What follows belongs to an exercise in optimizing a design on an open flow for small area, a short achievable clock period and few clock cycles per item; a production flow would make more cautious choices.

wip/zinc:
// ascon128_top
module ascon128_top(CLK, RST, START, SK, N, A, P, DONE, C, T);
    input CLK;
    input RST;
    input START;
    input [127:0] SK, N;
    input [63:0] A;
    input [63:0] P;
    output reg DONE;
    output [63:0] C;
    output [127:0] T;
    reg [63:0] x0, x1, x2, x3, x4;
    reg [127:0] k;
    reg [63:0] a_r, c_r;
    reg busy;
    reg [1:0] ph;      
    reg [3:0] rd;      
    reg e_a, e_p, e_k, e_t;
    reg e_at;          
    reg e_c;           
    reg [7:0] rc;      
    wire last_rd = e_a | e_p | e_k | e_t;
    wire [3:0] rd_n = last_rd ? ((ph == 2'd2) ? 4'd0 : 4'd6) : rd + 4'd1;
    wire [1:0] ph_n = last_rd ? ph + 2'd1 : ph;
    wire [3:0] rd_nn = (rd_n == 4'd11) ? ((ph_n == 2'd2) ? 4'd0 : 4'd6) : rd_n + 4'd1;
    wire last_n = (rd_n == 4'd11);
    wire [63:0] m0 = ({64{e_a}} & a_r) | ({64{e_p}} & c_r);
    wire [63:0] m1 = {64{e_k}} & k[127:64];
    wire [63:0] m2 = ({64{e_k}} & k[63:0]) ^ {56'd0, rc};
    wire [63:0] m3 = {64{e_at}} & k[127:64];
    wire [63:0] m4 = ({64{e_at}} & k[63:0]) ^ {63'd0, e_p};
    wire [63:0] y0, y1, y2, y3, y4;
    ascon_round u_round (
        .x0(x0), .x1(x1), .x2(x2), .x3(x3), .x4(x4),
        .m0(m0), .m1(m1), .m2(m2), .m3(m3), .m4(m4),
        .y0(y0), .y1(y1), .y2(y2), .y3(y3), .y4(y4));
    always @(posedge CLK) begin
        if (!busy) begin
            x0  <= 64'h80400c0600000000;
            x1  <= SK[127:64];
            x2  <= SK[63:0] ^ 64'hf0;
            x3  <= N[127:64];
            x4  <= N[63:0];
            k   <= SK;
            a_r <= A;
            c_r <= P;
  ...
Settings: LEC_CHECK=0, CAP_MARGIN=20, CORE_MARGIN=2, CORE_UTILIZATION=40, SLEW_MARGIN=20; clock period 8.0 ns.
standard.sh (not shown) runs the stock make flow with config.mk's settings and CLKGATE_MAP_FILE= SYNTH_SCRIPT=/design/flow/synth_recipe.tcl, a recipe that flattens the netlist after the stock synthesis.
==> flow/flow/run.sh <==
#!/bin/bash
# Layout flow: the standard synthesis unchanged, then the standard ORFS
# steps with a tighter timing-repair target, plain buffers on the ports and a
# clock tree built from smaller buffers. Each tool's output goes to its own log.
set -euo pipefail
here=$(cd "$(dirname "$0")" && pwd)
source "$here/params.sh"
bash standard.sh synth > synth.log 2>&1
bash standard.sh \
  SETUP_SLACK_MARGIN="$SETUP_MARGIN" \
  TNS_END_PERCENT="$TNS_END" \
  BUFFER_PORTS_ARGS="-buffer_cell $PORT_BUF" \
  CTS_ARGS="$CTS_ARGS" \
  finish > layout.log 2>&1
==> flow/flow/params.sh <==
SETUP_MARGIN=5.2
TNS_END=100
PORT_BUF=sky130_fd_sc_hd__buf_2
CTS_ARGS="-sink_clustering_enable -repair_clock_nets -dont_use_dummy_load -buf_list {sky130_fd_sc_hd__clkbuf_16} -sink_clustering_size 20 -sink_clustering_max_diameter 80"
The following lists how wip/harbor was set up differently from wip/zinc:
- changing CORE_UTILIZATION from 40 to 60
Results
- wip/harbor gives more total track usage than wip/zinc did.
- Compared to wip/zinc, wip/harbor reaches a higher achievable clock.
- Area: wip/harbor vs wip/zinc -> wip/harbor smaller
- Core utilization, wip/zinc and wip/harbor: higher on wip/harbor
- The final reports for wip/harbor and wip/zinc show worst hold slack lower in the former.
Setup changes, wip/harbor to wip/xenon
- changing CORE_UTILIZATION from 60 to 40
-- flow/flow/params.sh --
<<< wip/harbor, line 1
SETUP_MARGIN=5.2
TNS_END=100
>>> wip/xenon, line 1
SETUP_MARGIN=5.5
TNS_END=100
### Flow results
Compared with wip/harbor, wip/xenon shows setup slack higher by 0.0048 ns.
Comparing the two runs side by side, wip/xenon comes out behind wip/harbor on area of the die.
wip/xenon against wip/harbor; final-stage net count is up by a few percent.
Sort wip/xenon and wip/harbor by global-route wire length before repair, ascending, and wip/harbor comes first.
For proportion of cell area spent on the clock network, wip/xenon and wip/harbor come out practically identical.
As of wip/xenon, summed area of non-filler cells in the final layout had risen by a little under 10% compared to wip/harbor.
Via count of the first global-routing pass sits higher in wip/xenon than in wip/harbor.
Looking at number of antenna diodes, wip/xenon sits 12 higher than wip/harbor does.
From wip/harbor to wip/xenon the numbers moved as follows: clock latency on the worst-skew pair increased 0.03 ns.
Function was not checked in any run of this note: the RTL went through the layout flow alone.

---

ascon128_top, a different RTL version from the one above (not shown whole).
For scale: roughly 7600 cells after synthesis, about 600 flip-flops.
// ascon128_top
module ascon128_top(CLK, RST, START, SK, N, A, P, DONE, C, T);
clock: 8.0 ns
lec_check: 0
abc_area: 1
cap_margin: 20
core_margin: 2
core_utilization: 40
slew_margin: 20
==> flow/flow/params.sh <==
SETUP_MARGIN=5.0
TNS_END=100
PORT_BUF=sky130_fd_sc_hd__buf_2
CTS_ARGS="-sink_clustering_enable -repair_clock_nets -dont_use_dummy_load -buf_list {sky130_fd_sc_hd__clkbuf_16} -sink_clustering_size 20 -sink_clustering_max_diameter 80"
Scripts as last shown in full above: flow/flow/run.sh
The starting point ran to the end with no violations.
==> next run, changes <==
- ABC_AREA: 1 -> default
The changed run went through all stages and came out clean.
Wire length drops by 37%.
Global-route usage drops by 14 points.
Non-clock buffer count climbs by 6.
Clock skew drops by 42 ps.
Die area drops by 9.7%.
Sequential share of layout area climbs by 2.7 points.
Final area drops by 9.2%.
Worst setup slack improved by 150 ps.
Sequential cell count is unchanged.
Register-to-register slack improved by 150 ps.
Function was not checked in any run of this note: the RTL went through the layout flow alone.

---

== old ==
The RTL this note starts from:
==> flow/design.v <==
module ascon_round (
    input  [63:0] x0, x1, x2, x3, x4,
    input  [63:0] m0, m1, m2, m3, m4,
    output [63:0] y0, y1, y2, y3, y4
);
    wire [63:0] a0 = x0 ^ x4;
    wire [63:0] a4 = x4 ^ x3;
    wire [63:0] a2 = x2 ^ x1;
    wire [63:0] b0 = a0 ^ (~x1 & a2);
    wire [63:0] b1 = x1 ^ (~a2 & x3);
    wire [63:0] b2 = a2 ^ (~x3 & a4);
    wire [63:0] b3 = x3 ^ (~a4 & a0);
    wire [63:0] b4 = a4 ^ (~a0 & x1);
    wire [63:0] s0 = b0 ^ b4;
    wire [63:0] s1 = b1 ^ b0;
    wire [63:0] s2 = ~b2;
    wire [63:0] s3 = b3 ^ b2;
    wire [63:0] s4 = b4;
    assign y0 = s0 ^ {s0[18:0], s0[63:19]} ^ {s0[27:0], s0[63:28]} ^ m0;
    assign y1 = s1 ^ {s1[60:0], s1[63:61]} ^ {s1[38:0], s1[63:39]} ^ m1;
    assign y2 = s2 ^ {s2[0],    s2[63:1]}  ^ {s2[5:0],  s2[63:6]}  ^ m2;
    assign y3 = s3 ^ {s3[9:0],  s3[63:10]} ^ {s3[16:0], s3[63:17]} ^ m3;
    assign y4 = s4 ^ {s4[6:0],  s4[63:7]}  ^ {s4[40:0], s4[63:41]} ^ m4;
endmodule
module ascon128_top(CLK, RST, START, SK, N, A, P, DONE, C, T);
    input CLK;
    input RST;
    input START;
    input [127:0] SK, N;
    input [63:0] A;
    input [63:0] P;
    output reg DONE;
    output [63:0] C;
    output [127:0] T;
    reg [63:0] x0, x1, x2, x3, x4;
    reg [127:0] k;
    reg [63:0] a_r, c_r;
    reg busy;
    reg [1:0] ph;      
    reg [3:0] rd;      
    reg e_a, e_p, e_k, e_t;
    reg [7:0] rc;      
    wire last_rd = e_a | e_p | e_k | e_t;
    wire [3:0] rd_n = last_rd ? ((ph == 2'd2) ? 4'd0 : 4'd6) : rd + 4'd1;
    wire [1:0] ph_n = last_rd ? ph + 2'd1 : ph;
    wire [3:0] rd_nn = (rd_n == 4'd11) ? ((ph_n == 2'd2) ? 4'd0 : 4'd6) : rd_n + 4'd1;
    wire last_n = (rd_n == 4'd11);
    wire [63:0] m0 = ({64{e_a}} & a_r) | ({64{e_p}} & c_r);
    wire [63:0] m1 = {64{e_k}} & k[127:64];
    wire [63:0] m2 = ({64{e_k}} & k[63:0]) ^ {56'd0, rc};
    wire [63:0] m3 = {64{e_a | e_t}} & k[127:64];
    wire [63:0] m4 = ({64{e_a | e_t}} & k[63:0]) ^ {63'd0, e_p};
    wire [63:0] y0, y1, y2, y3, y4;
    ascon_round u_round (
        .x0(x0), .x1(x1), .x2(x2), .x3(x3), .x4(x4),
        .m0(m0), .m1(m1), .m2(m2), .m3(m3), .m4(m4),
        .y0(y0), .y1(y1), .y2(y2), .y3(y3), .y4(y4));
    always @(posedge CLK) begin
        if (!busy) begin
            x0  <= 64'h80400c0600000000;
            x1  <= SK[127:64];
            x2  <= SK[63:0] ^ 64'hf0;
            x3  <= N[127:64];
            x4  <= N[63:0];
            k   <= SK;
            a_r <= A;
            c_r <= P;
        end else begin
            x0 <= y0;
            x1 <= y1;
            x2 <= y2;
            x3 <= y3;
            x4 <= y4;
            if (e_p) c_r <= y0;
        end
    end
    always @(posedge CLK) begin
        if (RST) begin
            busy <= 1'b0;
            DONE <= 1'b0;
            ph   <= 2'd0;
            rd   <= 4'd0;
            rc   <= 8'he1;
            e_a  <= 1'b0;
            e_p  <= 1'b0;
            e_k  <= 1'b0;
            e_t  <= 1'b0;
        end else begin
            DONE <= e_t;
            if (!busy) begin
                busy <= START;
                ph   <= 2'd0;
                rd   <= 4'd0;
                rc   <= 8'he1;
                e_a  <= 1'b0;
                e_p  <= 1'b0;
                e_k  <= 1'b0;
                e_t  <= 1'b0;
            end else begin
                busy <= ~e_t;
                rd   <= rd_n;
                ph   <= ph_n;
                rc   <= {~rd_nn, rd_nn};
                e_a  <= last_n & (ph_n == 2'd0);
                e_p  <= last_n & (ph_n == 2'd1);
                e_k  <= last_n & (ph_n == 2'd2);
                e_t  <= last_n & (ph_n == 2'd3);
            end
        end
    end
    assign C = c_r;
    assign T = {x3, x4};
endmodule
Settings: LEC_CHECK=0, ABC_CLOCK_PERIOD_IN_PS=2500, CAP_MARGIN=20, CORE_MARGIN=2, CORE_UTILIZATION=40, SLEW_MARGIN=20; clock period 8.0 ns.
==> flow/flow/params.sh <==
SETUP_MARGIN=5.6
TNS_END=100
PORT_BUF=sky130_fd_sc_hd__buf_2
CTS_ARGS="-sink_clustering_enable -repair_clock_nets -dont_use_dummy_load"
Scripts as last shown in full above: flow/flow/run.sh
old went all the way through the flow, and no timing, DRC or antenna check failed.
Input changes introduced in new (baseline for comparison: old):
==> flow/run.sh (new file) <==
#!/bin/bash
# synth_recipe.tcl (not shown) runs the flow's synth.tcl, then flattens the netlist and writes it again
# the make line also repeats each setting of config.mk as NAME=value (left out here)
make -C /OpenROAD-flow-scripts/flow DESIGN_CONFIG=/design/flow/config.mk WORK_HOME=/design/flow/orfs CLKGATE_MAP_FILE= SYNTH_SCRIPT=/design/flow/synth_recipe.tcl finish
diff --git a/flow/config.mk b/flow/config.mk
--- a/flow/config.mk
+++ b/flow/config.mk
@@ -7,3 +7,3 @@
 export LEC_CHECK = 0
-export ABC_CLOCK_PERIOD_IN_PS = 2500
+export ABC_CLOCK_PERIOD_IN_PS = 2800
 export CAP_MARGIN = 20
@@ -11,2 +11,3 @@
 export CORE_UTILIZATION = 40
+export SETUP_SLACK_MARGIN = 5
 export SLEW_MARGIN = 20
removed: flow/flow/run.sh
removed: flow/flow/params.sh
removed: flow/standard.sh
## What came out
Looking at final layout net count, new sits 7.4% lower than old does. When the final numbers for new and old were put side by side, the register-to-register slack turned out to be smaller in new. new vs old on number of fill cells: new is the higher one. Final critical delay including setup and external delays: lower on old. Compared with old, new shows design area that has gone down by a little under 10%. Compared to old, the router laid down less metal wire for new. Summary of the comparison: first-pass GRT wire length is lower in new, relative to old.
No functional check of the RTL was part of any run of this note.

==> re-timing with driven ports <==
The results above use ideal ports. As a check the final layouts listed here were re-extracted and re-timed, cells and wires unchanged. Step 1 sets driving cells, clkbuf_16 on the clock port and buf_2 on the other inputs (assumed; they add their load-dependent delay and slew). Step 2 adds t to the input delays and takes it off the output delays; t is the mean of the earliest and latest rising clock arrival at the registers after step 1. Input paths then give back, and output paths get back, about the clock's delay inside the block. Slacks: no drivers / after step 1 / after step 2; pairs: no drivers / after step 1.
run	t, ns	slack for setup (ns)	hold slack, ns	worst setup path at the end	latest minus earliest clock arrival (ns)
wip/zinc	0.688	5.131 / 5.091 / 5.131	0.524 / 0.524 / 0.524	register to register	0.078 / 0.078
wip/harbor	0.664	5.166 / 5.097 / 5.151	0.491 / 0.491 / 0.491	input to register	0.038 / 0.038
wip/xenon	0.674	5.170 / 5.098 / 5.347	0.515 / 0.515 / 0.515	input to register	0.083 / 0.083
the first run of note 2	0.764	4.796 / 4.796 / 4.796	0.566 / 0.566 / 0.566	register to register	0.091 / 0.091
the second run of note 2	0.718	4.946 / 4.931 / 4.946	0.537 / 0.537 / 0.537	register to register	0.040 / 0.040
old	0.726	5.076 / 5.000 / 5.327	0.444 / 0.444 / 0.444	input to register	0.070 / 0.070
new	0.736	4.837 / 4.837 / 4.812	0.477 / 0.477 / 0.477	input to register	0.033 / 0.034
After both steps setup and hold are still met in every run listed. The setup slack of new, which loses most, moves by 0.000 ns with the drivers and by -0.025 ns with both steps.
